Context: an optimization exercise on an open-source flow, tuned for small area and a short achievable clock period. The choices shown serve that exercise and are no tape-out recipe. RTL that was checked went through simulation tests only; none was proved equivalent to the original. Power is estimated from default activity; no workload was simulated.

Setup of run X:
==> flow/design.v <==
module alu #(parameter DATA_WIDTH = 8, CMD_WIDTH = 4)(
        input clk, rst, MODE, CE,
        input [1:0]INP_VALID,
        input [CMD_WIDTH-1:0]CMD,
        input [DATA_WIDTH-1:0]OPA,OPB,
        input CIN,
        output reg [2*DATA_WIDTH:0]res,
        output reg cout, oflow, g, l, e, err
);
        function [16:0] ks_add(input [15:0] x, input [15:0] y, input c);
                reg [16:0] kg, kp, kg2, kp2;
                integer i, d;
                begin
                        kg[0] = c;
                        kp[0] = 1'b0;
                        for (i = 0; i < 16; i = i + 1) begin
                                kg[i+1] = x[i] & y[i];
                                kp[i+1] = x[i] ^ y[i];
                        end
                        for (d = 1; d < 17; d = d * 2) begin
                                kg2 = kg;
                                kp2 = kp;
                                for (i = d; i < 17; i = i + 1) begin
                                        kg2[i] = kg[i] | (kp[i] & kg[i-d]);
                                        kp2[i] = kp[i] & kp[i-d];
                                end
                                kg = kg2;
                                kp = kp2;
                        end
                        for (i = 0; i < 16; i = i + 1)
                                ks_add[i] = x[i] ^ y[i] ^ kg[i];
                        ks_add[16] = kg[16];
                end
        endfunction
        wire sub_f = (~CMD[3] & ~CMD[2] & CMD[0]) | (CMD[3] & ~CMD[1] & ~CMD[0]);  
        wire sgn_f = CMD[3] & (CMD[2] | CMD[0]);                                    
        wire c_inca = CMD == 4'd4, c_deca = CMD == 4'd5;
        wire ci_in = (~CMD[3] & ~CMD[2]) ? (CMD[1] ? (CIN ^ CMD[0]) : CMD[0]) : ~CMD[0];
        wire i_incb = (INP_VALID == 2'b01) & (CMD == 4'd6);
        wire i_decb = (INP_VALID == 2'b01) & (CMD == 4'd7);
        wire i_ror  = ~MODE & (CMD == 4'd13);
        wire i_shra = ~MODE & (CMD == 4'd8);
        wire i_shla = ~MODE & (CMD == 4'd9);
        wire m1 = MODE & (CMD == 4'd9);
        wire m2 = MODE & (CMD == 4'd10);
        wire [7:0] a_in = m1 ? OPA + 8'd1 : m2 ? {1'b0, OPA[7:1]} :
                          ({8{~(i_incb | i_decb)}} & OPA) | {8{i_decb}};
        wire [7:0] b_in = i_ror ? {OPB[7:3], 3'd0 - OPB[2:0]} :
                          i_shla ? {OPB[7:3], 3'd1} : i_shra ? {OPB[7:3], 3'd7} : OPB;
        wire [7:0] yb_in = c_inca ? 8'd0 : c_deca ? 8'hff : OPB ^ {8{sub_f}};
        reg ce_r;
        reg mode_r;
        reg [1:0] iv_r;
        reg [3:0] cmd_r;
        reg [7:0] a_r, b_r;
        reg ci_r;
        reg [7:0] yb_r;
        reg st1, st2;
        always @(posedge clk or posedge rst)
                if (rst) ce_r <= 1'b0;
                else ce_r <= CE;
        always @(posedge clk) begin
                mode_r <= MODE;
                iv_r   <= INP_VALID;
                cmd_r  <= CMD;
                a_r    <= a_in;
                b_r    <= b_in;
                yb_r   <= yb_in;
                ci_r   <= ci_in;
        end
        wire [15:0] c = 16'd1 << cmd_r;
        wire v11 = iv_r == 2'b11, v10 = iv_r == 2'b10, v01 = iv_r == 2'b01;
        wire am = ce_r & mode_r, lm = ce_r & ~mode_r;
        wire a11 = am & v11, l11 = lm & v11;
        wire op_add  = a11 & c[0];
        wire op_sub  = a11 & c[1];
        wire op_addc = a11 & c[2];
        wire op_subc = a11 & c[3];
        wire op_cmp  = a11 & c[8];
        wire op_mul  = a11 & (c[9] | c[10]);
        wire op_adds = a11 & c[11];
        wire op_subs = a11 & c[12];
        wire op_inca = am & v10 & c[4];
        wire op_deca = am & v10 & c[5];
        wire op_incb = am & v01 & c[6];
        wire op_decb = am & v01 & c[7];
        wire op_rot  = l11 & (c[12] | c[13]);
        wire sel_add  = op_add | op_sub | op_addc | op_subc | op_adds | op_subs |
                        op_inca | op_deca | op_incb | op_decb;
        wire sel_sext = op_sub | op_subc | op_deca | op_decb | op_adds | op_subs;
        wire sel_cout = op_add | op_addc | op_adds | op_subs;
        wire sel_ovc  = op_sub | (op_subc & ci_r) | op_inca | op_deca | op_incb | op_decb;
        wire sel_ovl  = op_subc & ~ci_r;
        wire sel_ovs  = op_adds | op_subs;
        wire sel_cmpu = op_cmp | op_subs;
        wire sel_mul  = op_mul & st2;
        wire ERR = (am & (v11 ? (c[4] | c[5] | c[6] | c[7] | c[13] | c[14] | c[15]) :
                          v10 ? ~(c[4] | c[5]) : v01 ? ~(c[6] | c[7]) : 1'b1)) |
                   (lm & (v11 ? (c[6] | c[7] | c[14] | c[15]) :
                          v10 ? ~c[6] : v01 ? ~c[7] : 1'b1)) |
                   (op_rot & (|b_r[7:4]));
        always @(posedge clk or posedge rst)
                if (rst) begin
                        st1 <= 1'b0;
                        st2 <= 1'b0;
                end else begin
                        st1 <= a11;
                        st2 <= st1;
                end
        reg [7:0] mx;
        reg [3:0] d1, d2, d3;
        reg [9:0] m3;
        reg [15:0] w0, w1;
        wire [16:0] m3w = ks_add({8'd0, a_r}, {7'd0, a_r, 1'b0}, 1'b0);
        wire [7:0] my = (mode_r & (cmd_r == 4'd9)) ? b_r + 8'd1 : b_r;
        always @(posedge clk) begin
                mx <= a_r;
                d1 <= {my[7:6] == 2'd1, my[5:4] == 2'd1, my[3:2] == 2'd1, my[1:0] == 2'd1};
                d2 <= {my[7:6] == 2'd2, my[5:4] == 2'd2, my[3:2] == 2'd2, my[1:0] == 2'd2};
                d3 <= {my[7:6] == 2'd3, my[5:4] == 2'd3, my[3:2] == 2'd3, my[1:0] == 2'd3};
                m3 <= m3w[9:0];
        end
        function [9:0] digit(input e1, input e2, input e3, input [7:0] x, input [9:0] x3);
                digit = ({10{e1}} & {2'd0, x}) | ({10{e2}} & {1'b0, x, 1'b0}) | ({10{e3}} & x3);
        endfunction
        wire [9:0] u0 = digit(d1[0], d2[0], d3[0], mx, m3);
        wire [9:0] u1 = digit(d1[1], d2[1], d3[1], mx, m3);
        wire [9:0] u2 = digit(d1[2], d2[2], d3[2], mx, m3);
        wire [9:0] u3 = digit(d1[3], d2[3], d3[3], mx, m3);
        wire [15:0] r0 = {6'd0, u0};
        wire [15:0] r1 = {4'd0, u1, 2'd0};
        wire [15:0] r2 = {2'd0, u2, 4'd0};
        wire [15:0] r3 = {u3, 6'd0};
        wire [15:0] cs1 = r0 ^ r1 ^ r2;
        wire [15:0] cc1 = {(r0[14:0] & r1[14:0]) | (r0[14:0] & r2[14:0]) | (r1[14:0] & r2[14:0]), 1'b0};
        wire [15:0] cs2 = cs1 ^ cc1 ^ r3;
        wire [15:0] cc2 = {(cs1[14:0] & cc1[14:0]) | (cs1[14:0] & r3[14:0]) | (cc1[14:0] & r3[14:0]), 1'b0};
        always @(posedge clk) begin
                w0 <= cs2;
                w1 <= cc2;
        end
        wire [16:0] prodw = ks_add(w0, w1, 1'b0);
        wire [15:0] prod = prodw[15:0];
        wire sgn_k = cmd_r[3] & (cmd_r[2] | cmd_r[0]);                                     
        wire sub_k = (~cmd_r[3] & ~cmd_r[2] & cmd_r[0]) | (cmd_r[3] & ~cmd_r[1] & ~cmd_r[0]);  
        wire xe = (sgn_k & a_r[7]) | (cmd_r == 4'd7);
        wire ye = (cmd_r == 4'd5) | ((cmd_r != 4'd4) & ((sgn_k & b_r[7]) ^ sub_k));
        wire [16:0] s9w = ks_add({7'd0, xe, a_r}, {7'd0, ye, yb_r}, ci_r);
        wire [8:0] s9 = s9w[8:0];
        wire eq = a_r == b_r;
        wire lt_s = {~a_r[7], a_r[6:0]} < {~b_r[7], b_r[6:0]};
        wire [15:0] rx = {8'd0, a_r} << b_r[2:0];
        wire [3:0] tt = ({4{l11 & c[0]}} & 4'b1000) |
                        ({4{l11 & c[1]}} & 4'b0111) |
                        ({4{l11 & c[2]}} & 4'b1110) |
                        ({4{l11 & c[3]}} & 4'b0001) |
                        ({4{l11 & c[4]}} & 4'b0110) |
                        ({4{l11 & c[5]}} & 4'b1001) |
                        ({4{lm & v10 & c[6]}} & 4'b0011) |
                        ({4{lm & v01 & c[7]}} & 4'b0101);
        wire sel_lo = op_rot | (l11 & c[9]);
        wire sel_hi = op_rot | (l11 & c[8]);
        wire [7:0] lres = (b_r & ((a_r & {8{tt[3]}}) | (~a_r & {8{tt[1]}}))) |
                          (~b_r & ((a_r & {8{tt[2]}}) | (~a_r & {8{tt[0]}}))) |
                          ({8{l11 & c[10]}} & {1'b0, b_r[7:1]}) | ({8{l11 & c[11]}} & {b_r[6:0], 1'b0}) |
                          ({8{sel_lo}} & rx[7:0]) | ({8{sel_hi}} & rx[15:8]);
        wire [16:0] RES = {{8{sel_sext & s9[8]}}, {9{sel_add}} & s9} |
                          {1'b0, {8{op_rot}} & rx[15:8], lres} |
                          {1'b0, {16{sel_mul}} & prod};
        wire COUT  = sel_cout & s9[8];
        wire OFLOW = (sel_ovc & s9[8]) | (sel_ovl & s9[8] & ~eq) | (sel_ovs & (s9[8] ^ s9[7]));
        wire E = (sel_cmpu | op_adds) & eq;
        wire L = (sel_cmpu & s9[8]) | (op_adds & lt_s);
        wire G = (sel_cmpu & ~eq & ~s9[8]) | (op_adds & ~eq & ~lt_s);
        always @(posedge clk or posedge rst)
                if (rst) begin
                        res <= 0;
                        cout <= 0;
                        oflow <= 0;
                        g <= 0;
                        l <= 0;
                        e <= 0;
                        err <= 0;
                end else begin
                        res <= RES;
                        cout <= COUT;
                        oflow <= OFLOW;
                        g <= G;
                        l <= L;
                        e <= E;
                        err <= ERR;
                end
endmodule
export LEC_CHECK = 0
export ABC_AREA = 1
export CAP_MARGIN = 20
export CORE_MARGIN = 2
export CORE_UTILIZATION = 50
export SETUP_SLACK_MARGIN = 3.05
export SLEW_MARGIN = 20
create_clock -name core_clock -period 5.0 [get_ports {clk}]
standard.sh (not shown) runs the stock make flow with config.mk's settings and CLKGATE_MAP_FILE= SYNTH_SCRIPT=/design/flow/synth_recipe.tcl, a recipe that flattens the netlist after the stock synthesis.
==> flow/flow/run.sh <==
#!/bin/bash
# The standard layout with two changes: plain buffers (buf_2) as the port
# buffers instead of the delay buffers buffer_ports picks by default, and a
# smaller clock tree: a clkbuf_16 root, clkbuf_4 leaves and none of the
# dummy loads CTS adds for balancing.
set -euo pipefail
export BUFFER_PORTS_ARGS="-buffer_cell sky130_fd_sc_hd__buf_2"
export CTS_ARGS="-sink_clustering_enable -repair_clock_nets -dont_use_dummy_load -sink_clustering_size 60 -sink_clustering_max_diameter 150 -root_buf sky130_fd_sc_hd__clkbuf_16 -buf_list sky130_fd_sc_hd__clkbuf_4"
bash standard.sh > standard.log 2>&1
For run K, these inputs were changed with respect to run X:
--- a/flow/design.v
+++ b/flow/design.v
@@ -44,9 +44,10 @@
         wire m1 = MODE & (CMD == 4'd9);
         wire m2 = MODE & (CMD == 4'd10);
         wire [7:0] a_in = m1 ? OPA + 8'd1 : m2 ? {1'b0, OPA[7:1]} :
                           ({8{~(i_incb | i_decb)}} & OPA) | {8{i_decb}};
-        wire [7:0] b_in = i_ror ? {OPB[7:3], 3'd0 - OPB[2:0]} :
+        wire [7:0] b_in = m1 ? OPB + 8'd1 :
+                          i_ror ? {OPB[7:3], 3'd0 - OPB[2:0]} :
                           i_shla ? {OPB[7:3], 3'd1} : i_shra ? {OPB[7:3], 3'd7} : OPB;
         wire [7:0] yb_in = c_inca ? 8'd0 : c_deca ? 8'hff : OPB ^ {8{sub_f}};
         reg ce_r;
         reg mode_r;
@@ -111,14 +112,13 @@
         reg [3:0] d1, d2, d3;
         reg [9:0] m3;
         reg [15:0] w0, w1;
         wire [16:0] m3w = ks_add({8'd0, a_r}, {7'd0, a_r, 1'b0}, 1'b0);
-        wire [7:0] my = (mode_r & (cmd_r == 4'd9)) ? b_r + 8'd1 : b_r;
         always @(posedge clk) begin
                 mx <= a_r;
-                d1 <= {my[7:6] == 2'd1, my[5:4] == 2'd1, my[3:2] == 2'd1, my[1:0] == 2'd1};
-                d2 <= {my[7:6] == 2'd2, my[5:4] == 2'd2, my[3:2] == 2'd2, my[1:0] == 2'd2};
-                d3 <= {my[7:6] == 2'd3, my[5:4] == 2'd3, my[3:2] == 2'd3, my[1:0] == 2'd3};
+                d1 <= {b_r[7:6] == 2'd1, b_r[5:4] == 2'd1, b_r[3:2] == 2'd1, b_r[1:0] == 2'd1};
+                d2 <= {b_r[7:6] == 2'd2, b_r[5:4] == 2'd2, b_r[3:2] == 2'd2, b_r[1:0] == 2'd2};
+                d3 <= {b_r[7:6] == 2'd3, b_r[5:4] == 2'd3, b_r[3:2] == 2'd3, b_r[1:0] == 2'd3};
                 m3 <= m3w[9:0];
         end
         function [9:0] digit(input e1, input e2, input e3, input [7:0] x, input [9:0] x3);
                 digit = ({10{e1}} & {2'd0, x}) | ({10{e2}} & {1'b0, x, 1'b0}) | ({10{e3}} & x3);
Findings:
Run K reached the final stage; the timing, design-rule and antenna checks on its layout passed.
Critical path depth came out lower on run K than on run X.
Changes observed in run K relative to run X: portion of the clock cycle consumed by the worst path in the final layout fell 0.65 points, worst slack on hold paths shrank by 0.0045 ns, final design instance area without fill has decreased.
The relative slew slack of run K is lower than that of run X.
Average routed wire per standard cell: run K higher than run X
Run K vs. run X: global-route track usage on met3 picked up an extra 0.55 points, final total power now sits higher.
Summary: worst slack after detailed placement, run K worse than run X
Comparing layout inverter count without the clock tree for run K and run X, the bigger number came from run X.
Run K has wire length above what run X had.
Per the comparison of run K with run X, setup slack after layout rose by 0.033 ns, via count stayed essentially flat.
No functional check of the RTL was part of run X.

-- static timing again, ports no longer ideal --
The flow's constraints put no driver on any port. The routed layouts listed below were extracted and timed again, unchanged, in two steps. Step 1 assumes that a clkbuf_16 drives the clock port and a buf_2 every other input. Step 2, shift: input delay + t, output delay - t, t = (earliest + latest rising clock arrival at the registers) / 2. This alone moves slack from input paths to output paths. a / b / c = no drivers / after step 1 / after step 2; a / b = the first two.
| run | shift t [ns] | slack for setup (ns) | worst hold slack (ns) | worst setup path at the end | worst data-port slew with drivers (ns) |
|---|---|---|---|---|---|
| run X | 0.386 | 3.058 / 3.042 / 2.708 | 0.353 / 0.353 / 0.353 | input to register | 0.04 |
| run K | 0.389 | 3.090 / 3.071 / 2.757 | 0.349 / 0.349 / 0.349 | input to register | 0.05 |
After both steps setup and hold are still met in every run listed. For run X, which loses most, drivers alone change the setup slack by -0.016 ns; drivers and shift together by -0.350 ns.
